Background: an optimization exercise with open tools, aiming at small area and a short achievable clock period. Do not read the settings as production practice. No functional check of the RTL was part of any run shown here. Power and IR drop assume default switching activity.

## design/flow/config.mk

```make
export PLATFORM = sky130hd
export DESIGN_NAME = DSP
export DESIGN_NICKNAME = DSP
export VERILOG_FILES = /design/flow/design.v
export SDC_FILE = /design/flow/constraint.sdc
export NUM_CORES = 4
export LEC_CHECK = 0
export CAP_MARGIN = 20
export CORE_MARGIN = 2
export CORE_UTILIZATION = 40
export CTS_BUF_LIST = sky130_fd_sc_hd__clkbuf_4 sky130_fd_sc_hd__clkbuf_8
export SLEW_MARGIN = 20
```

## design/flow/constraint.sdc

```tcl
create_clock -name core_clock -period 16.0 [get_ports {clk}]
set_input_delay 3.2000 -clock core_clock [delete_from_list [all_inputs] [get_ports {clk}]]
set_output_delay 3.2000 -clock core_clock [all_outputs]
set_load 0.01 [all_outputs]
```

## design/flow/design.v

```verilog
module DSP(
input clk,
input rst,
input [15:0] dout,
output G2,
output [15:0] o
    );
reg [15:0] d0, d1, d2, d3, d4, d5, d6, d7;  
reg [18:0] s;                               
reg [3:0]  c;                               
reg [9:0]  q;                               
wire        old_ok = c[3];                  
wire [15:0] nd7    = ~(d7 & {16{old_ok}});    
wire [15:0] y      = s[18:3];
wire ap_g0;
wire ap_p0;
wire ap_g1;
wire ap_p1;
wire ap_g2;
wire ap_p2;
wire ap_g3;
wire ap_p3;
wire ap_g4;
wire ap_p4;
wire ap_g5;
wire ap_p5;
wire ap_g6;
wire ap_p6;
wire ap_g7;
wire ap_p7;
wire ap_g8;
wire ap_p8;
wire ap_g9;
wire ap_p9;
wire ap_g10;
wire ap_p10;
wire ap_g11;
wire ap_p11;
wire ap_g12;
wire ap_p12;
wire ap_g13;
wire ap_p13;
wire ap_g14;
wire ap_p14;
wire ap_g15;
wire ap_p15;
wire ap_g16;
wire ap_p16;
wire ap_g17;
wire ap_p17;
wire ap_g18;
wire ap_p18;
wire ap_g0c;
wire ap_G1;
wire ap_G2;
wire ap_P2;
wire ap_G3;
wire ap_P3;
wire ap_G4;
wire ap_P4;
wire ap_G5;
wire ap_P5;
wire ap_G6;
wire ap_P6;
wire ap_G7;
wire ap_P7;
wire ap_G8;
wire ap_P8;
wire ap_G9;
wire ap_P9;
wire ap_G10;
wire ap_G11;
wire ap_P11;
wire ap_G12;
wire ap_P12;
wire ap_G13;
wire ap_P13;
wire ap_G14;
wire ap_G15;
wire ap_P15;
wire ap_G16;
wire ap_G17;
wire ap_G18;
wire ap_G19;
wire ap_G20;
wire ap_G21;
wire ap_G22;
wire ap_G23;
wire ap_G24;
wire ap_G25;
wire ap_G26;
wire ap_G27;
wire ap_G28;
wire ap_G29;
wire ap_G30;
wire ap_s0;
wire ap_s1;
wire ap_s2;
wire ap_s3;
wire ap_s4;
wire ap_s5;
wire ap_s6;
wire ap_s7;
wire ap_s8;
wire ap_s9;
wire ap_s10;
wire ap_s11;
wire ap_s12;
wire ap_s13;
wire ap_s14;
wire ap_s15;
wire ap_s16;
wire ap_s17;
wire ap_s18;
wire as_g0;
wire as_p0;
wire as_g1;
wire as_p1;
wire as_g2;
wire as_p2;
wire as_g3;
wire as_p3;
wire as_g4;
wire as_p4;
wire as_g5;
wire as_p5;
wire as_g6;
wire as_p6;
wire as_g7;
wire as_p7;
wire as_g8;
wire as_p8;
wire as_g9;
wire as_p9;
wire as_g10;
wire as_p10;
wire as_g11;
wire as_p11;
wire as_g12;
wire as_p12;
wire as_g13;
wire as_p13;
wire as_g14;
wire as_p14;
wire as_g15;
wire as_p15;
wire as_G1;
wire as_G2;
wire as_P2;
wire as_G3;
wire as_P3;
wire as_G4;
wire as_P4;
wire as_G5;
wire as_P5;
wire as_G6;
wire as_P6;
wire as_G7;
wire as_P7;
wire as_G8;
wire as_P8;
wire as_G9;
wire as_G10;
wire as_G11;
wire as_P11;
wire as_G12;
wire as_P12;
wire as_G13;
wire as_P13;
wire as_G14;
wire as_P14;
wire as_G15;
wire as_P15;
wire as_G16;
wire as_P16;
wire as_G17;
wire as_G18;
wire as_G19;
wire as_G20;
wire as_G21;
wire as_P21;
wire as_G22;
wire as_P22;
wire as_G23;
wire as_P23;
wire as_G24;
wire as_P24;
wire as_G25;
wire as_G26;
wire as_G27;
wire as_G28;
wire as_G29;
wire as_G30;
wire as_G31;
wire as_G32;
wire as_s0;
wire as_s1;
wire as_s2;
wire as_s3;
wire as_s4;
wire as_s5;
wire as_s6;
wire as_s7;
wire as_s8;
wire as_s9;
wire as_s10;
wire as_s11;
wire as_s12;
wire as_s13;
wire as_s14;
wire as_s15;
wire c16;
wire [15:0] sum_lo;
wire [2:0] p_hi;
wire tx0;
wire tk1;
wire tx1;
wire tk2;
wire tx2;
wire tk3;
wire tx3;
wire tk4;
wire tx4;
wire tk5;
wire tx5;
wire tk6;
wire tx6;
wire tk7;
wire tx7;
wire tk8;
wire tx8;
wire tk9;
wire tx9;
wire tk10;
wire tx10;
wire tk11;
wire tx11;
wire tk12;
wire tx12;
wire tk13;
wire tx13;
wire tk14;
wire tx14;
wire tk15;
wire tx15;
wire tk16;
wire tx16;
wire tk17;
wire tx17;
wire tk18;
wire tx18;
wire tk19;
wire tx19;
wire tk20;
wire tx20;
wire tk21;
wire tx21;
wire tk22;
wire aq_g0;
wire aq_p0;
wire aq_g1;
wire aq_p1;
wire aq_g2;
wire aq_p2;
wire aq_g3;
wire aq_p3;
wire aq_g4;
wire aq_p4;
wire aq_g5;
wire aq_p5;
wire aq_g6;
wire aq_p6;
wire aq_g7;
wire aq_p7;
wire aq_g8;
wire aq_p8;
wire aq_g9;
wire aq_p9;
wire aq_g10;
wire aq_p10;
wire aq_g11;
wire aq_p11;
wire aq_g12;
wire aq_p12;
wire aq_g13;
wire aq_p13;
wire aq_g14;
wire aq_p14;
wire aq_g15;
wire aq_p15;
wire aq_g16;
wire aq_p16;
wire aq_g17;
wire aq_p17;
wire aq_g18;
wire aq_p18;
wire aq_g19;
wire aq_p19;
wire aq_g20;
wire aq_p20;
wire aq_g21;
wire aq_p21;
wire aq_g0c;
wire aq_G1;
wire aq_G2;
wire aq_P2;
wire aq_G3;
wire aq_P3;
wire aq_G4;
wire aq_P4;
wire aq_G5;
wire aq_P5;
wire aq_G6;
wire aq_P6;
wire aq_G7;
wire aq_P7;
wire aq_G8;
wire aq_P8;
wire aq_G9;
wire aq_P9;
wire aq_G10;
wire aq_P10;
wire aq_G11;
wire aq_P11;
wire aq_G12;
wire aq_G13;
wire aq_P13;
wire aq_G14;
wire aq_P14;
wire aq_G15;
wire aq_P15;
wire aq_G16;
wire aq_P16;
wire aq_G17;
wire aq_G18;
wire aq_P18;
wire aq_G19;
wire aq_G20;
wire aq_G21;
wire aq_G22;
wire aq_G23;
wire aq_G24;
wire aq_G25;
wire aq_G26;
wire aq_G27;
wire aq_G28;
wire aq_G29;
wire aq_G30;
wire aq_G31;
wire aq_G32;
wire aq_G33;
wire aq_G34;
wire aq_G35;
wire aq_G36;
wire aq_s0;
wire aq_s1;
wire aq_s2;
wire aq_s3;
wire aq_s4;
wire aq_s5;
wire aq_s6;
wire aq_s7;
wire aq_s8;
wire aq_s9;
wire aq_s10;
wire aq_s11;
wire aq_s12;
wire aq_s13;
wire aq_s14;
wire aq_s15;
wire aq_s16;
wire aq_s17;
wire aq_s18;
wire aq_s19;
wire aq_s20;
wire aq_s21;
wire [9:0] qn;
assign ap_g0 = s[0] & nd7[0];
assign ap_p0 = s[0] ^ nd7[0];
assign ap_g1 = s[1] & nd7[1];
assign ap_p1 = s[1] ^ nd7[1];
assign ap_g2 = s[2] & nd7[2];
assign ap_p2 = s[2] ^ nd7[2];
assign ap_g3 = s[3] & nd7[3];
assign ap_p3 = s[3] ^ nd7[3];
assign ap_g4 = s[4] & nd7[4];
assign ap_p4 = s[4] ^ nd7[4];
assign ap_g5 = s[5] & nd7[5];
assign ap_p5 = s[5] ^ nd7[5];
assign ap_g6 = s[6] & nd7[6];
assign ap_p6 = s[6] ^ nd7[6];
assign ap_g7 = s[7] & nd7[7];
assign ap_p7 = s[7] ^ nd7[7];
assign ap_g8 = s[8] & nd7[8];
assign ap_p8 = s[8] ^ nd7[8];
assign ap_g9 = s[9] & nd7[9];
assign ap_p9 = s[9] ^ nd7[9];
assign ap_g10 = s[10] & nd7[10];
assign ap_p10 = s[10] ^ nd7[10];
assign ap_g11 = s[11] & nd7[11];
assign ap_p11 = s[11] ^ nd7[11];
assign ap_g12 = s[12] & nd7[12];
assign ap_p12 = s[12] ^ nd7[12];
assign ap_g13 = s[13] & nd7[13];
assign ap_p13 = s[13] ^ nd7[13];
assign ap_g14 = s[14] & nd7[14];
assign ap_p14 = s[14] ^ nd7[14];
assign ap_g15 = s[15] & nd7[15];
assign ap_p15 = s[15] ^ nd7[15];
assign ap_g16 = s[16] & 1'b1;
assign ap_p16 = s[16] ^ 1'b1;
assign ap_g17 = s[17] & 1'b1;
assign ap_p17 = s[17] ^ 1'b1;
assign ap_g18 = s[18] & 1'b1;
assign ap_p18 = s[18] ^ 1'b1;
assign ap_g0c = ap_g0 | (ap_p0 & 1'b1);
assign ap_G1 = ap_g1 | (ap_p1 & ap_g0c);
assign ap_G2 = ap_g3 | (ap_p3 & ap_g2);
assign ap_P2 = ap_p3 & ap_p2;
assign ap_G3 = ap_g5 | (ap_p5 & ap_g4);
assign ap_P3 = ap_p5 & ap_p4;
assign ap_G4 = ap_g7 | (ap_p7 & ap_g6);
assign ap_P4 = ap_p7 & ap_p6;
assign ap_G5 = ap_g9 | (ap_p9 & ap_g8);
assign ap_P5 = ap_p9 & ap_p8;
assign ap_G6 = ap_g11 | (ap_p11 & ap_g10);
assign ap_P6 = ap_p11 & ap_p10;
assign ap_G7 = ap_g13 | (ap_p13 & ap_g12);
assign ap_P7 = ap_p13 & ap_p12;
assign ap_G8 = ap_g15 | (ap_p15 & ap_g14);
assign ap_P8 = ap_p15 & ap_p14;
assign ap_G9 = ap_g17 | (ap_p17 & ap_g16);
assign ap_P9 = ap_p17 & ap_p16;
assign ap_G10 = ap_G2 | (ap_P2 & ap_G1);
assign ap_G11 = ap_G4 | (ap_P4 & ap_G3);
assign ap_P11 = ap_P4 & ap_P3;
assign ap_G12 = ap_G6 | (ap_P6 & ap_G5);
assign ap_P12 = ap_P6 & ap_P5;
assign ap_G13 = ap_G8 | (ap_P8 & ap_G7);
assign ap_P13 = ap_P8 & ap_P7;
assign ap_G14 = ap_G11 | (ap_P11 & ap_G10);
assign ap_G15 = ap_G13 | (ap_P13 & ap_G12);
assign ap_P15 = ap_P13 & ap_P12;
assign ap_G16 = ap_G15 | (ap_P15 & ap_G14);
assign ap_G17 = ap_G12 | (ap_P12 & ap_G14);
assign ap_G18 = ap_G3 | (ap_P3 & ap_G10);
assign ap_G19 = ap_G5 | (ap_P5 & ap_G14);
assign ap_G20 = ap_G7 | (ap_P7 & ap_G17);
assign ap_G21 = ap_G9 | (ap_P9 & ap_G16);
assign ap_G22 = ap_g2 | (ap_p2 & ap_G1);
assign ap_G23 = ap_g4 | (ap_p4 & ap_G10);
assign ap_G24 = ap_g6 | (ap_p6 & ap_G18);
assign ap_G25 = ap_g8 | (ap_p8 & ap_G14);
assign ap_G26 = ap_g10 | (ap_p10 & ap_G19);
assign ap_G27 = ap_g12 | (ap_p12 & ap_G17);
assign ap_G28 = ap_g14 | (ap_p14 & ap_G20);
assign ap_G29 = ap_g16 | (ap_p16 & ap_G16);
assign ap_G30 = ap_g18 | (ap_p18 & ap_G21);
assign ap_s0 = ap_p0 ^ 1'b1;
assign ap_s1 = ap_p1 ^ ap_g0c;
assign ap_s2 = ap_p2 ^ ap_G1;
assign ap_s3 = ap_p3 ^ ap_G22;
assign ap_s4 = ap_p4 ^ ap_G10;
assign ap_s5 = ap_p5 ^ ap_G23;
assign ap_s6 = ap_p6 ^ ap_G18;
assign ap_s7 = ap_p7 ^ ap_G24;
assign ap_s8 = ap_p8 ^ ap_G14;
assign ap_s9 = ap_p9 ^ ap_G25;
assign ap_s10 = ap_p10 ^ ap_G19;
assign ap_s11 = ap_p11 ^ ap_G26;
assign ap_s12 = ap_p12 ^ ap_G17;
assign ap_s13 = ap_p13 ^ ap_G27;
assign ap_s14 = ap_p14 ^ ap_G20;
assign ap_s15 = ap_p15 ^ ap_G28;
assign ap_s16 = ap_p16 ^ ap_G16;
assign ap_s17 = ap_p17 ^ ap_G29;
assign ap_s18 = ap_p18 ^ ap_G21;
assign as_g0 = ap_s0 & dout[0];
assign as_p0 = ap_s0 ^ dout[0];
assign as_g1 = ap_s1 & dout[1];
assign as_p1 = ap_s1 ^ dout[1];
assign as_g2 = ap_s2 & dout[2];
assign as_p2 = ap_s2 ^ dout[2];
assign as_g3 = ap_s3 & dout[3];
assign as_p3 = ap_s3 ^ dout[3];
assign as_g4 = ap_s4 & dout[4];
assign as_p4 = ap_s4 ^ dout[4];
assign as_g5 = ap_s5 & dout[5];
assign as_p5 = ap_s5 ^ dout[5];
assign as_g6 = ap_s6 & dout[6];
assign as_p6 = ap_s6 ^ dout[6];
assign as_g7 = ap_s7 & dout[7];
assign as_p7 = ap_s7 ^ dout[7];
assign as_g8 = ap_s8 & dout[8];
assign as_p8 = ap_s8 ^ dout[8];
assign as_g9 = ap_s9 & dout[9];
assign as_p9 = ap_s9 ^ dout[9];
assign as_g10 = ap_s10 & dout[10];
assign as_p10 = ap_s10 ^ dout[10];
assign as_g11 = ap_s11 & dout[11];
assign as_p11 = ap_s11 ^ dout[11];
assign as_g12 = ap_s12 & dout[12];
assign as_p12 = ap_s12 ^ dout[12];
assign as_g13 = ap_s13 & dout[13];
assign as_p13 = ap_s13 ^ dout[13];
assign as_g14 = ap_s14 & dout[14];
assign as_p14 = ap_s14 ^ dout[14];
assign as_g15 = ap_s15 & dout[15];
assign as_p15 = ap_s15 ^ dout[15];
assign as_G1 = as_g1 | (as_p1 & as_g0);
assign as_G2 = as_g3 | (as_p3 & as_g2);
assign as_P2 = as_p3 & as_p2;
assign as_G3 = as_g5 | (as_p5 & as_g4);
assign as_P3 = as_p5 & as_p4;
assign as_G4 = as_g7 | (as_p7 & as_g6);
assign as_P4 = as_p7 & as_p6;
assign as_G5 = as_g9 | (as_p9 & as_g8);
assign as_P5 = as_p9 & as_p8;
assign as_G6 = as_g11 | (as_p11 & as_g10);
assign as_P6 = as_p11 & as_p10;
assign as_G7 = as_g13 | (as_p13 & as_g12);
assign as_P7 = as_p13 & as_p12;
assign as_G8 = as_g15 | (as_p15 & as_g14);
assign as_P8 = as_p15 & as_p14;
assign as_G9 = as_g2 | (as_p2 & as_G1);
assign as_G10 = as_G2 | (as_P2 & as_G1);
assign as_G11 = as_g6 | (as_p6 & as_G3);
assign as_P11 = as_p6 & as_P3;
assign as_G12 = as_G4 | (as_P4 & as_G3);
assign as_P12 = as_P4 & as_P3;
assign as_G13 = as_g10 | (as_p10 & as_G5);
assign as_P13 = as_p10 & as_P5;
assign as_G14 = as_G6 | (as_P6 & as_G5);
assign as_P14 = as_P6 & as_P5;
assign as_G15 = as_g14 | (as_p14 & as_G7);
assign as_P15 = as_p14 & as_P7;
assign as_G16 = as_G8 | (as_P8 & as_G7);
assign as_P16 = as_P8 & as_P7;
assign as_G17 = as_g4 | (as_p4 & as_G10);
assign as_G18 = as_G3 | (as_P3 & as_G10);
assign as_G19 = as_G11 | (as_P11 & as_G10);
assign as_G20 = as_G12 | (as_P12 & as_G10);
assign as_G21 = as_g12 | (as_p12 & as_G14);
assign as_P21 = as_p12 & as_P14;
assign as_G22 = as_G7 | (as_P7 & as_G14);
assign as_P22 = as_P7 & as_P14;
assign as_G23 = as_G15 | (as_P15 & as_G14);
assign as_P23 = as_P15 & as_P14;
assign as_G24 = as_G16 | (as_P16 & as_G14);
assign as_P24 = as_P16 & as_P14;
assign as_G25 = as_g8 | (as_p8 & as_G20);
assign as_G26 = as_G5 | (as_P5 & as_G20);
assign as_G27 = as_G13 | (as_P13 & as_G20);
assign as_G28 = as_G14 | (as_P14 & as_G20);
assign as_G29 = as_G21 | (as_P21 & as_G20);
assign as_G30 = as_G22 | (as_P22 & as_G20);
assign as_G31 = as_G23 | (as_P23 & as_G20);
assign as_G32 = as_G24 | (as_P24 & as_G20);
assign as_s0 = as_p0 ^ 1'b0;
assign as_s1 = as_p1 ^ as_g0;
assign as_s2 = as_p2 ^ as_G1;
assign as_s3 = as_p3 ^ as_G9;
assign as_s4 = as_p4 ^ as_G10;
assign as_s5 = as_p5 ^ as_G17;
assign as_s6 = as_p6 ^ as_G18;
assign as_s7 = as_p7 ^ as_G19;
assign as_s8 = as_p8 ^ as_G20;
assign as_s9 = as_p9 ^ as_G25;
assign as_s10 = as_p10 ^ as_G26;
assign as_s11 = as_p11 ^ as_G27;
assign as_s12 = as_p12 ^ as_G28;
assign as_s13 = as_p13 ^ as_G29;
assign as_s14 = as_p14 ^ as_G30;
assign as_s15 = as_p15 ^ as_G31;
assign c16 = as_G32;
assign sum_lo = {as_s15, as_s14, as_s13, as_s12, as_s11, as_s10, as_s9, as_s8, as_s7, as_s6, as_s5, as_s4, as_s3, as_s2, as_s1, as_s0};
assign p_hi = {ap_s18, ap_s17, ap_s16};
assign tx0 = ~y[0] ^ y[6];
assign tk1 = ~y[0] & y[6];
assign tx1 = ~y[1] ^ y[7];
assign tk2 = ~y[1] & y[7];
assign tx2 = ~y[2] ^ y[8];
assign tk3 = ~y[2] & y[8];
assign tx3 = ~y[3] ^ y[9];
assign tk4 = ~y[3] & y[9];
assign tx4 = ~y[4] ^ y[10];
assign tk5 = ~y[4] & y[10];
assign tx5 = ~y[5] ^ y[11];
assign tk6 = ~y[5] & y[11];
assign tx6 = y[0] ^ ~y[6] ^ y[12];
assign tk7 = (y[0] & ~y[6]) | (y[0] & y[12]) | (~y[6] & y[12]);
assign tx7 = y[1] ^ ~y[7] ^ y[13];
assign tk8 = (y[1] & ~y[7]) | (y[1] & y[13]) | (~y[7] & y[13]);
assign tx8 = y[2] ^ ~y[8] ^ y[14];
assign tk9 = (y[2] & ~y[8]) | (y[2] & y[14]) | (~y[8] & y[14]);
assign tx9 = y[3] ^ ~y[9] ^ y[15];
assign tk10 = (y[3] & ~y[9]) | (y[3] & y[15]) | (~y[9] & y[15]);
assign tx10 = y[4] ^ ~y[10];
assign tk11 = y[4] & ~y[10];
assign tx11 = y[5] ^ ~y[11];
assign tk12 = y[5] & ~y[11];
assign tx12 = y[6] ^ ~y[12];
assign tk13 = y[6] & ~y[12];
assign tx13 = y[7] ^ ~y[13];
assign tk14 = y[7] & ~y[13];
assign tx14 = y[8] ^ ~y[14];
assign tk15 = y[8] & ~y[14];
assign tx15 = y[9] ^ ~y[15];
assign tk16 = y[9] & ~y[15];
assign tx16 = y[10] ^ 1'b1;
assign tk17 = y[10] & 1'b1;
assign tx17 = y[11] ^ 1'b1;
assign tk18 = y[11] & 1'b1;
assign tx18 = y[12] ^ 1'b1;
assign tk19 = y[12] & 1'b1;
assign tx19 = y[13] ^ 1'b1;
assign tk20 = y[13] & 1'b1;
assign tx20 = y[14] ^ 1'b1;
assign tk21 = y[14] & 1'b1;
assign tx21 = y[15] ^ 1'b1;
assign tk22 = y[15] & 1'b1;
assign aq_g0 = tx0 & 1'b0;
assign aq_p0 = tx0 ^ 1'b0;
assign aq_g1 = tx1 & tk1;
assign aq_p1 = tx1 ^ tk1;
assign aq_g2 = tx2 & tk2;
assign aq_p2 = tx2 ^ tk2;
assign aq_g3 = tx3 & tk3;
assign aq_p3 = tx3 ^ tk3;
assign aq_g4 = tx4 & tk4;
assign aq_p4 = tx4 ^ tk4;
assign aq_g5 = tx5 & tk5;
assign aq_p5 = tx5 ^ tk5;
assign aq_g6 = tx6 & tk6;
assign aq_p6 = tx6 ^ tk6;
assign aq_g7 = tx7 & tk7;
assign aq_p7 = tx7 ^ tk7;
assign aq_g8 = tx8 & tk8;
assign aq_p8 = tx8 ^ tk8;
assign aq_g9 = tx9 & tk9;
assign aq_p9 = tx9 ^ tk9;
assign aq_g10 = tx10 & tk10;
assign aq_p10 = tx10 ^ tk10;
assign aq_g11 = tx11 & tk11;
assign aq_p11 = tx11 ^ tk11;
assign aq_g12 = tx12 & tk12;
assign aq_p12 = tx12 ^ tk12;
assign aq_g13 = tx13 & tk13;
assign aq_p13 = tx13 ^ tk13;
assign aq_g14 = tx14 & tk14;
assign aq_p14 = tx14 ^ tk14;
assign aq_g15 = tx15 & tk15;
assign aq_p15 = tx15 ^ tk15;
assign aq_g16 = tx16 & tk16;
assign aq_p16 = tx16 ^ tk16;
assign aq_g17 = tx17 & tk17;
assign aq_p17 = tx17 ^ tk17;
assign aq_g18 = tx18 & tk18;
assign aq_p18 = tx18 ^ tk18;
assign aq_g19 = tx19 & tk19;
assign aq_p19 = tx19 ^ tk19;
assign aq_g20 = tx20 & tk20;
assign aq_p20 = tx20 ^ tk20;
assign aq_g21 = tx21 & tk21;
assign aq_p21 = tx21 ^ tk21;
assign aq_g0c = aq_g0 | (aq_p0 & 1'b1);
assign aq_G1 = aq_g1 | (aq_p1 & aq_g0c);
assign aq_G2 = aq_g3 | (aq_p3 & aq_g2);
assign aq_P2 = aq_p3 & aq_p2;
assign aq_G3 = aq_g5 | (aq_p5 & aq_g4);
assign aq_P3 = aq_p5 & aq_p4;
assign aq_G4 = aq_g7 | (aq_p7 & aq_g6);
assign aq_P4 = aq_p7 & aq_p6;
assign aq_G5 = aq_g9 | (aq_p9 & aq_g8);
assign aq_P5 = aq_p9 & aq_p8;
assign aq_G6 = aq_g11 | (aq_p11 & aq_g10);
assign aq_P6 = aq_p11 & aq_p10;
assign aq_G7 = aq_g13 | (aq_p13 & aq_g12);
assign aq_P7 = aq_p13 & aq_p12;
assign aq_G8 = aq_g15 | (aq_p15 & aq_g14);
assign aq_P8 = aq_p15 & aq_p14;
assign aq_G9 = aq_g17 | (aq_p17 & aq_g16);
assign aq_P9 = aq_p17 & aq_p16;
assign aq_G10 = aq_g19 | (aq_p19 & aq_g18);
assign aq_P10 = aq_p19 & aq_p18;
assign aq_G11 = aq_g21 | (aq_p21 & aq_g20);
assign aq_P11 = aq_p21 & aq_p20;
assign aq_G12 = aq_G2 | (aq_P2 & aq_G1);
assign aq_G13 = aq_G4 | (aq_P4 & aq_G3);
assign aq_P13 = aq_P4 & aq_P3;
assign aq_G14 = aq_G6 | (aq_P6 & aq_G5);
assign aq_P14 = aq_P6 & aq_P5;
assign aq_G15 = aq_G8 | (aq_P8 & aq_G7);
assign aq_P15 = aq_P8 & aq_P7;
assign aq_G16 = aq_G10 | (aq_P10 & aq_G9);
assign aq_P16 = aq_P10 & aq_P9;
assign aq_G17 = aq_G13 | (aq_P13 & aq_G12);
assign aq_G18 = aq_G15 | (aq_P15 & aq_G14);
assign aq_P18 = aq_P15 & aq_P14;
assign aq_G19 = aq_G18 | (aq_P18 & aq_G17);
assign aq_G20 = aq_G14 | (aq_P14 & aq_G17);
assign aq_G21 = aq_G16 | (aq_P16 & aq_G19);
assign aq_G22 = aq_G3 | (aq_P3 & aq_G12);
assign aq_G23 = aq_G5 | (aq_P5 & aq_G17);
assign aq_G24 = aq_G7 | (aq_P7 & aq_G20);
assign aq_G25 = aq_G9 | (aq_P9 & aq_G19);
assign aq_G26 = aq_G11 | (aq_P11 & aq_G21);
assign aq_G27 = aq_g2 | (aq_p2 & aq_G1);
assign aq_G28 = aq_g4 | (aq_p4 & aq_G12);
assign aq_G29 = aq_g6 | (aq_p6 & aq_G22);
assign aq_G30 = aq_g8 | (aq_p8 & aq_G17);
assign aq_G31 = aq_g10 | (aq_p10 & aq_G23);
assign aq_G32 = aq_g12 | (aq_p12 & aq_G20);
assign aq_G33 = aq_g14 | (aq_p14 & aq_G24);
assign aq_G34 = aq_g16 | (aq_p16 & aq_G19);
assign aq_G35 = aq_g18 | (aq_p18 & aq_G25);
assign aq_G36 = aq_g20 | (aq_p20 & aq_G21);
assign aq_s0 = aq_p0 ^ 1'b1;
assign aq_s1 = aq_p1 ^ aq_g0c;
assign aq_s2 = aq_p2 ^ aq_G1;
assign aq_s3 = aq_p3 ^ aq_G27;
assign aq_s4 = aq_p4 ^ aq_G12;
assign aq_s5 = aq_p5 ^ aq_G28;
assign aq_s6 = aq_p6 ^ aq_G22;
assign aq_s7 = aq_p7 ^ aq_G29;
assign aq_s8 = aq_p8 ^ aq_G17;
assign aq_s9 = aq_p9 ^ aq_G30;
assign aq_s10 = aq_p10 ^ aq_G23;
assign aq_s11 = aq_p11 ^ aq_G31;
assign aq_s12 = aq_p12 ^ aq_G20;
assign aq_s13 = aq_p13 ^ aq_G32;
assign aq_s14 = aq_p14 ^ aq_G24;
assign aq_s15 = aq_p15 ^ aq_G33;
assign aq_s16 = aq_p16 ^ aq_G19;
assign aq_s17 = aq_p17 ^ aq_G34;
assign aq_s18 = aq_p18 ^ aq_G25;
assign aq_s19 = aq_p19 ^ aq_G35;
assign aq_s20 = aq_p20 ^ aq_G21;
assign aq_s21 = aq_p21 ^ aq_G36;
assign qn = {aq_s21, aq_s20, aq_s19, aq_s18, aq_s17, aq_s16, aq_s15, aq_s14, aq_s13, aq_s12};
wire [2:0]  p_hi1  = p_hi + 3'd1;
wire [18:0] s_next = {c16 ? p_hi1 : p_hi, sum_lo};
always @(posedge clk) begin
  d0 <= dout;
  d1 <= d0;
  d2 <= d1;
  d3 <= d2;
  d4 <= d3;
  d5 <= d4;
  d6 <= d5;
  d7 <= d6;
  if (rst) begin
    s <= 19'd0;
    c <= 4'd0;
    q <= 10'd0;
  end else begin
    s <= s_next;
    c <= c + {3'd0, ~old_ok};
    q <= qn;
  end
end
assign o  = {6'd0, q};
assign G2 = 1'b0;
endmodule
```

## design/flow/run.sh

```bash
#!/bin/bash
# synth_recipe.tcl (not shown) runs the flow's synth.tcl, then flattens the netlist and writes it again
# the make line also repeats each setting of config.mk as NAME=value (left out here)
make -C /OpenROAD-flow-scripts/flow DESIGN_CONFIG=/design/flow/config.mk WORK_HOME=/design/flow/orfs CLKGATE_MAP_FILE= SYNTH_SCRIPT=/design/flow/synth_recipe.tcl finish
```

==> load_flow_metrics.sql, run 1 <==
INSERT INTO impl_metrics (metric_group, metric, value, unit) VALUES
('power_and_ir_drop', 'irDropWorstVdd', '0.00007899', 'V'),
('floorplanning', 'ios', '35', ''),
('synthesis', 'synth_ff_type', 'dfxtp_1', ''),
('power_and_ir_drop', 'total_power', '1.523', 'mW'),
('grt', 'gr-usage-all-layers', '13.10', '%'),
('synthesis', 'synth_top_family_by_area', 'adder cells', ''),
('grt', 'initial_antenna_violation_count', '0', ''),
('sta', 'achievable-frequency', '190.6', 'MHz'),
('clock_network', 'cts_buffers', '17', ''),
('grt', 'grt_pass1_vias', '3450', ''),
('power_and_ir_drop', 'power_density', '224.8', 'mW/mm²'),
('route', 'met3_length', '305', 'µm'),
('setup_path', 'critical_path_class', 'in -> reg', ''),
('sta', 'timing.final.max_slew_violations', '0', ''),
('cells_and_area', 'final_cell_mix', '161 x dfxtp_1, 71 x ha_1, 45 x inv_1, 31 x nor2_1, 28 x nand2_1', ''),
('cells_and_area', 'finalNetCount', '641', ''),
('place', 'buffer_ports.inserted', '27', ''),
('sta', 'timing.max_slew.rel_slack', '52.23', '%'),
('synthesis', 'cell_area_synth', '0.005954', 'mm²'),
('setup_path', 'cp.arrival', '5.63', 'ns'),
('synthesis', 'post_synth_fa_ha_maj_area_fraction', '21.98', '%'),
('power_and_ir_drop', 'seqPwrFrac', '32.1', '%'),
('synthesis', 'synth-async-reset-ratio', '0', '%'),
('setup_path', 'critPathMaxStageDelay', '0.44', 'ns'),
('floorplanning', 'die_area', '0.01588', 'mm²'),
('floorplanning', 'die_w', '126.0', 'µm'),
('sta', 'tightest_slew', '0.7156', 'ns'),
('sta', 'period_minus_slack', '5.246', 'ns'),
('cells_and_area', 'layout_commonest_cell', 'dfxtp_1', ''),
('clock_network', 'clk_pin_slew_worst_paths', '0.09', 'ns'),
('power_and_ir_drop', 'netSwitchingPower', '0.5924', 'mW'),
('setup_path', 'endpoint_kind', 'flip-flop', ''),
('cells_and_area', 'ff_latch_area', '0.003223', 'mm²'),
('sta', 'worst_clock_skew', '0.009410', 'ns'),
('power_and_ir_drop', 'sw_frac_of_total', '38.88', '%'),
('route', 'detailedRoute.firstPassIterationCount', '4', ''),
('floorplanning', 'fp.coreArea', '0.01453', 'mm²'),
('route', 'routed_wl', '9.464', 'mm'),
('setup_path', 'critical-path-slowest-cell', 'fa_1', ''),
('route', 'drc', '0', ''),
('setup_path', 'worst_ep_required_time', '16.39', 'ns'),
('place', 'gp_congestion', '0.7915', ''),
('run', 'drv_cap', '0', ''),
('clock_network', 'cts_htree_levels', '4', ''),
('clock_network', 'cts.sinks', '161', ''),
('setup_path', 'crit_chain', 'clkdlybuf4s50_1 > ha_1 > fa_1 > a211oi_2 > o21ai_2 > a21oi_1 > nor2b_1 > nor2_1 > fa_1 > nor2_1', ''),
('setup_path', 'setup.reg_to_reg.worst_slack', '11.12', 'ns'),
('sta', 'setup_viol', '0', ''),
('synthesis', 'postSynthAreaPerCell', '12.15', 'µm²'),
('clock_network', 'cts_root_buffer', 'clkbuf_8', ''),
('cells_and_area', 'antenna-diode-count', '0', ''),
('route', 'route.layer.met1.wl', '4.474', 'mm'),
('route', 'dr.first_iter.drc_count', '130', ''),
('route', 'met2WireLength', '4.508', 'mm'),
('synthesis', 'synth.ff_latch_count', '161', ''),
('synthesis', 'synth_seq_area_share', '54.13', '%'),
('synthesis', 'synth.area.mux_share', '0.3362', '%'),
('cells_and_area', 'flow.area_growth_from_synthesis', '13.83', '%'),
('power_and_ir_drop', 'clock_power_share', '17.6', '%'),
('sta', 'hold_viol_final', '0', ''),
('clock_network', 'post_cts.resized_instances', '0', ''),
('place', 'post-dp-hpwl', '7.033', 'mm'),
('cells_and_area', 'layout-drive-gt1-share', '10.11', '%'),
('synthesis', 'synth-compound-area-share', '8.993', '%'),
('route', 'final_antenna_net_count', '0', ''),
('outcome', 'result_of_the_run', 'finished clean', ''),
('clock_network', 'cts_hold_repair.buffers', '0', ''),
('setup_path', 'path_buf_inv', '1', ''),
('grt', 'global_route_wire_length_before_repair', '16.04', 'mm'),
('cells_and_area', 'multiInputGateArea', '0.002514', 'mm²'),
('clock_network', 'later_pin_clock_latency_in_the_skew_report', '0.45', 'ns');
==> worst paths after layout <==
path,startpoint,end,cells past startpoint
max reg2reg,c[3],s[18],20
min reg2reg,d3[4],d4[4],0
min,d3[4],d4[4],0
max,dout[0],s[8],10
==> logic make-up (layout without fill, tap and decap cells) <==
group / Yosys count / after routing
AOI/OAI and AO/OA: 68 / 68
xor gates and xnor gates: 31 / 31
adders and majority gates: 92 / 92
buffers and inverters: 57 / 105
DFF: 161 / 161
muxes: 2 / 2
other: 1 / 7
and+or+nand+nor: 78 / 78
==> power by group through the flow <==
stage	Combinational [mW]	Clock, mW	Sequential [mW]
4_1_cts	0.776	0.279	0.490
5_1_grt	0.883	0.295	0.496
6_report	0.767	0.268	0.488
3_3_place_gp	0.743	0	0.497
3_5_place_dp	0.769	0	0.499
2_1_floorplan	0.606	0	0.490
==> cells in the mapped netlist (2+ instances only) <==
library cell	count	area, µm²
o21a_1	2	15.01
o21ai_2	4	35.03
o211ai_1	3	22.52
nor2_1	31	116.4
a211oi_2	3	37.54
and4_1	2	17.52
a21oi_1	18	90.09
inv_1	45	168.9
clkbuf_1	5	18.77
buf_4	7	52.55
o21ai_0	4	20.02
nand3_1	3	15.01
nand2_1	28	105.1
xor2_1	15	131.4
dfxtp_1	161	3223
nor2b_1	6	37.54
a21oi_2	3	26.28
xnor2_1	16	140.1
a21o_1	12	90.09
mux2i_1	2	20.02
o21ai_1	2	10.01
nand4_1	2	12.51
o21bai_2	3	33.78
ha_1	71	888.4
fa_1	21	420.4
==> per-layer routing <==
metal / global-route usage (%) / vias up
li1: - / 1680
met1: 15.89 / 1575
met2: 21.06 / 48
met3: 4.588 / 11
met4: 5.882 / 0
met5: 0 / -
==> layout make-up <==
type	instances	share of cell area (%)
well taps	184	3.397
multi-input cells	278	37.09
flip-flops and latches	161	47.55
repair buffers	28	4.098
inverters	45	2.492
clock inverters	13	1.514
clock buffers	19	3.858
==> registers in the layout, summed over array words and instances (netlist names) <==
| name | cells |
|---|---|
| c | 4 |
| d0 | 16 |
| d1 | 16 |
| d2 | 16 |
| d3 | 16 |
| d4 | 16 |
| d5 | 16 |
| d6 | 16 |
| d7 | 16 |
| q | 10 |
| s | 19 |
==> through the flow <==
stage | hold WS (ns) | util [%] | cell area [µm²] | worst slack (ns) | instances
6_report | 0.3248 | 46.63 | 6778 | 10.75 | 728
2_1_floorplan | 0.3096 | - | 5977 | 10.93 | 496
4_1_cts | 0.3287 | 46.63 | 6778 | 10.76 | 728
3_5_place_dp | 0.3121 | 44.13 | 6414 | 10.27 | 696
3_3_place_gp | 0.3098 | 44.13 | 6414 | 10.35 | 696
5_1_grt | 0.3296 | 46.63 | 6778 | 10.63 | 728
==> run 2, diff against run 1 <==
==> design/flow/flow/run.sh (new file) <==
#!/bin/bash
# Standard layout, with the port buffers made of buf_2 cells instead of the
# default choice (clkdlybuf4s50_1, a delay cell). Every port is still buffered.
set -euo pipefail
export BUFFER_PORTS_ARGS="-buffer_cell sky130_fd_sc_hd__buf_2"
bash standard.sh > standard.log 2>&1
==> design/flow/standard.sh (new file) <==
#!/bin/bash
# synth_recipe.tcl (not shown) runs the flow's synth.tcl, then flattens the netlist and writes it again
# the make line also repeats each setting of config.mk as NAME=value (left out here)
make -C /OpenROAD-flow-scripts/flow DESIGN_CONFIG=/design/flow/config.mk WORK_HOME=/design/flow/orfs CLKGATE_MAP_FILE= SYNTH_SCRIPT=/design/flow/synth_recipe.tcl "${@:-finish}"
removed: design/flow/run.sh
==> run 2 against run 1 <==
Still clean. Sequential power hardly changed. Count of clock-buffer cells in the layout is 1 lower. Via count is 1.4% lower. Hold slack worse by 0.0022 ns. Critical path depth stayed put. Total power is 0.37% higher. Largest cell class unchanged.
==> load_flow_metrics.sql, run 2 <==
INSERT INTO impl_metrics (metric_group, metric, value, unit) VALUES
('outcome', 'result_of_the_run', 'finished clean', ''),
('sta', 'worst_clock_skew', '0.01475', 'ns'),
('route', 'final_antenna_net_count', '0', ''),
('power_and_ir_drop', 'netSwitchingPower', '0.5979', 'mW'),
('clock_network', 'cts_htree_levels', '4', ''),
('grt', 'initial_antenna_violation_count', '0', ''),
('clock_network', 'cts_buffers', '17', ''),
('sta', 'tightest_slew', '0.7220', 'ns'),
('route', 'detailroute.via_count', '3267', ''),
('setup_path', 'endpoint_kind', 'flip-flop', ''),
('setup_path', 'critical-path-slowest-cell', 'fa_1', ''),
('route', 'post_drt_via_cell_ratio', '4.494', ''),
('cells_and_area', 'flow.area_growth_from_synthesis', '11.79', '%'),
('place', 'post-place-ws', '10.60', 'ns'),
('setup_path', 'worst_ep_required_time', '16.36', 'ns'),
('floorplanning', 'fp.coreArea', '0.01453', 'mm²'),
('floorplanning', 'die-height', '126.0', 'µm'),
('grt', 'maximum_number_of_pins_on_one_net_before_global_route_repair', '34', ''),
('power_and_ir_drop', 'comb_power_share', '49.5', '%'),
('synthesis', 'synthDistinctLibCells', '46', ''),
('floorplanning', 'die_area', '0.01588', 'mm²'),
('clock_network', 'later_pin_clock_latency_in_the_skew_report', '0.43', 'ns'),
('clock_network', 'max-clock-path-buffers', '2', ''),
('sta', 'timing.max_slew.rel_slack', '51.80', '%'),
('setup_path', 'crit_path_start_kind', 'input port', ''),
('synthesis', 'synth_edf_count', '0', ''),
('cells_and_area', 'final_cell_mix', '161 x dfxtp_1, 71 x ha_1, 45 x inv_1, 31 x nor2_1, 28 x nand2_1', ''),
('place', 'gp_congestion', '0.7704', ''),
('route', 'detailedRoute.firstPassIterationCount', '6', ''),
('setup_path', 'critPathMaxStageDelay', '0.43', 'ns'),
('sta', 'setup_viol', '0', ''),
('synthesis', 'yosys-top-cells-area', 'dfxtp_1 54%, ha_1 15%, fa_1 7.1%', ''),
('sta', 'period_minus_slack', '4.929', 'ns'),
('grt', 'grt_overflow', '0', ''),
('grt', 'gr-usage-all-layers', '13.08', '%'),
('synthesis', 'synth-async-reset-ratio', '0', '%'),
('place', 'place.detailed.instances', '695', ''),
('sta', 'grt_setup_unrepaired', 'false', ''),
('cells_and_area', 'n_fill_cell', '1382', ''),
('clock_network', 'cts_tree', 'done', ''),
('power_and_ir_drop', 'power_density', '229.7', 'mW/mm²'),
('floorplanning', 'start_util', '40.97', '%'),
('grt', 'grt_pass1_vias', '3405', ''),
('power_and_ir_drop', 'clock_power_share', '18.6', '%'),
('cells_and_area', 'regMostFlops', 's', ''),
('clock_network', 'post_cts.resized_instances', '0', ''),
('cells_and_area', 'stdcell_area', '0.006656', 'mm²'),
('power_and_ir_drop', 'sw_frac_of_total', '39.10', '%'),
('grt', 'global_route_wire_length_before_repair', '16.07', 'mm'),
('synthesis', 'synth_seq_area_share', '54.13', '%'),
('sta', 'post-route-worst-setup-slack', '11.07', 'ns'),
('route', 'dr.first_iter.drc_count', '135', ''),
('cells_and_area', 'antenna-diode-count', '0', ''),
('clock_network', 'cts.sinks', '161', ''),
('cells_and_area', 'largest_register_ffs', '19', ''),
('synthesis', 'synth.most_common_cell', 'dfxtp_1', ''),
('synthesis', 'synthCells', '490', ''),
('sta', 'hold_viol_final', '0', ''),
('sta', 'achievable-frequency', '202.9', 'MHz'),
('place', 'place_area', '0.006271', 'mm²'),
('sta', 'fin_tns_setup', '0', 'ns'),
('floorplanning', 'ios', '35', ''),
('cells_and_area', 'cell_count_final_fillers_out', '727', ''),
('cells_and_area', 'layout-drive-gt1-share', '14.92', '%'),
('synthesis', 'synthDominantCellAreaShare', '54.13', '%'),
('setup_path', 'cp.arrival', '5.29', 'ns'),
('sta', 'timing.final.crit_share', '30.81', '%'),
('clock_network', 'post-cts-setup-buffers', '0', ''),
('synthesis', 'synth-warning-count', '1', ''),
('clock_network', 'cts_hold_repair.buffers', '0', ''),
('synthesis', 'postSynthAreaPerCell', '12.15', 'µm²'),
('setup_path', 'crit_chain', 'buf_2 > ha_1 > fa_1 > a211oi_2 > o21ai_2 > a21oi_1 > nor2b_1 > nor2_1 > fa_1 > nor2_1', ''),
('worst_hold_path', 'hp_class', 'reg -> reg', ''),
('place', 'buffer_ports.inserted', '27', ''),
('cells_and_area', 'layout_commonest_cell', 'dfxtp_1', ''),
('synthesis', 'cell_area_synth', '0.005954', 'mm²'),
('power_and_ir_drop', 'irDropWorstVdd', '0.0001155', 'V'),
('setup_path', 'path_max_fanout', '4', ''),
('place', 'post-dp-hpwl', '6.952', 'mm'),
('cells_and_area', 'finalNetCount', '640', ''),
('clock_network', 'cts_root_buffer', 'clkbuf_8', ''),
('clock_network', 'clk_pin_slew_worst_paths', '0.09', 'ns'),
('synthesis', 'netlist_top_cells_count', '161 x dfxtp_1, 71 x ha_1, 45 x inv_1, 31 x nor2_1, 28 x nand2_1', ''),
('power_and_ir_drop', 'leakage', '3.006', 'nW'),
('route', 'routed_length_per_instance', '12.79', 'µm'),
('synthesis', 'synth.largest_area_cell', 'dfxtp_1', ''),
('power_and_ir_drop', 'power_report.internal_total', '0.9312', 'mW'),
('setup_path', 'critical_path_class', 'in -> reg', ''),
('run', 'drv_cap', '0', ''),
('sta', 'timing.final.max_slew_violations', '0', ''),
('floorplanning', 'die_w', '126.0', 'µm'),
('synthesis', 'synth_ff_type', 'dfxtp_1', ''),
('route', 'drc', '0', ''),
('synthesis', 'synth.ff_latch_count', '161', ''),
('power_and_ir_drop', 'seqPwrFrac', '31.9', '%'),
('floorplanning', 'placementRows', '44', ''),
('route', 'routed_wl', '9.295', 'mm');
==> run 2: layout make-up <==
class                      count  area, µm²  area share (%)
clock buffer                  18      241.5           3.628
clock inverter                14      143.9           2.162
tap                          184      230.2           3.459
timing repair buffer          27      135.1           2.030
inverter                      45      168.9           2.538
multi-input combinational    278       2514           37.76
sequential                   161       3223           48.42
==> run 2: metal layers <==
layer / global-route usage (%) / up-vias / share of wire (%)
li1: - / 1681 / -
met1: 15.97 / 1517 / 48
met2: 20.84 / 55 / 47
met3: 4.758 / 14 / 4.0
met4: 5.688 / 0 / 1.6
met5: 0 / - / 0
==> run 2: final timing paths <==
kind / startpoint / to / slack (ns) / cells after the start
worst max-delay path: dout[0] / s[8] / 11.07 / 10
worst min-delay path: d4[12] / d5[12] / 0.32 / 0
worst max register to register: c[3] / s[18] / 11.17 / 20
worst min register to register: d4[12] / d5[12] / 0.32 / 0
==> run 2: through the flow <==
step           hold WS, ns  util, %  power, mW
3_3_place_gp        0.3101    43.15      1.228
2_1_floorplan       0.3096        -      1.097
4_1_cts             0.3248    45.80      1.555
5_1_grt             0.3248    45.80      1.683
3_5_place_dp        0.3121    43.15      1.258
6_report            0.3226    45.80      1.529
==> run 2: cell families after synthesis <==
family                   synth area share [%]
multiplexers                           0.3362
flip-flops                              54.13
adder cells (fa/ha/maj)                 21.98
AND/OR/NAND/NOR                         5.905
buffers and inverters                   4.034
other                                 0.06298
AO/OA/AOI/OAI                           8.994
XOR/XNOR                                4.560
==> run 2: worst max-delay path, delay by kind of cell <==
family                   cells  cell delay [ns]
adder cells (fa/ha/maj)      3             1.06
AO/OA/AOI/OAI                3             0.62
buffers and inverters        1             0.10
AND/OR/NAND/NOR              3             0.31
==> run 2: power by group through the flow <==
stage                     sequential [mW]  combinational (mW)  clock [mW]
after global placement              0.497               0.731           0
after global routing                0.495               0.874       0.315
final                               0.487               0.757       0.285
after detailed placement            0.498               0.761           0
after floorplan                     0.490               0.606           0
after CTS                           0.488               0.769       0.298

[what the ideal ports hide]
The flow's constraints put no driver on any port. The routed layouts listed below were extracted and timed again, unchanged, in two steps.
Step 1 (the two cells are an assumption about what drives the block):
set clk [get_ports {clk}]
set_driving_cell -lib_cell sky130_fd_sc_hd__clkbuf_16 $clk
set_driving_cell -lib_cell sky130_fd_sc_hd__buf_2 [delete_from_list [all_inputs] $clk]
Step 2 times the ports against the registers' clock, not the clock port: input delays grow and output delays shrink by t, the midpoint of the rising clock arrivals with the driver on.
Three values: no drivers, after step 1, after step 2; two values: the first two.
| run | shift t [ns] | setup WS [ns] | worst setup path after step 2 | worst data-port slew with drivers (ns) | cell pins on the clock port's net |
|---|---|---|---|---|---|
| run 1 | 0.478 | 10.753 / 10.768 / 10.289 | input to register | 0.04 | 1 |
| run 2 | 0.468 | 11.071 / 11.091 / 10.623 | input to register | 0.03 | 1 |
After both steps every run listed still meets setup and hold. For run 1, which loses most, drivers alone change the setup slack by +0.015 ns; drivers and shift together by -0.464 ns.
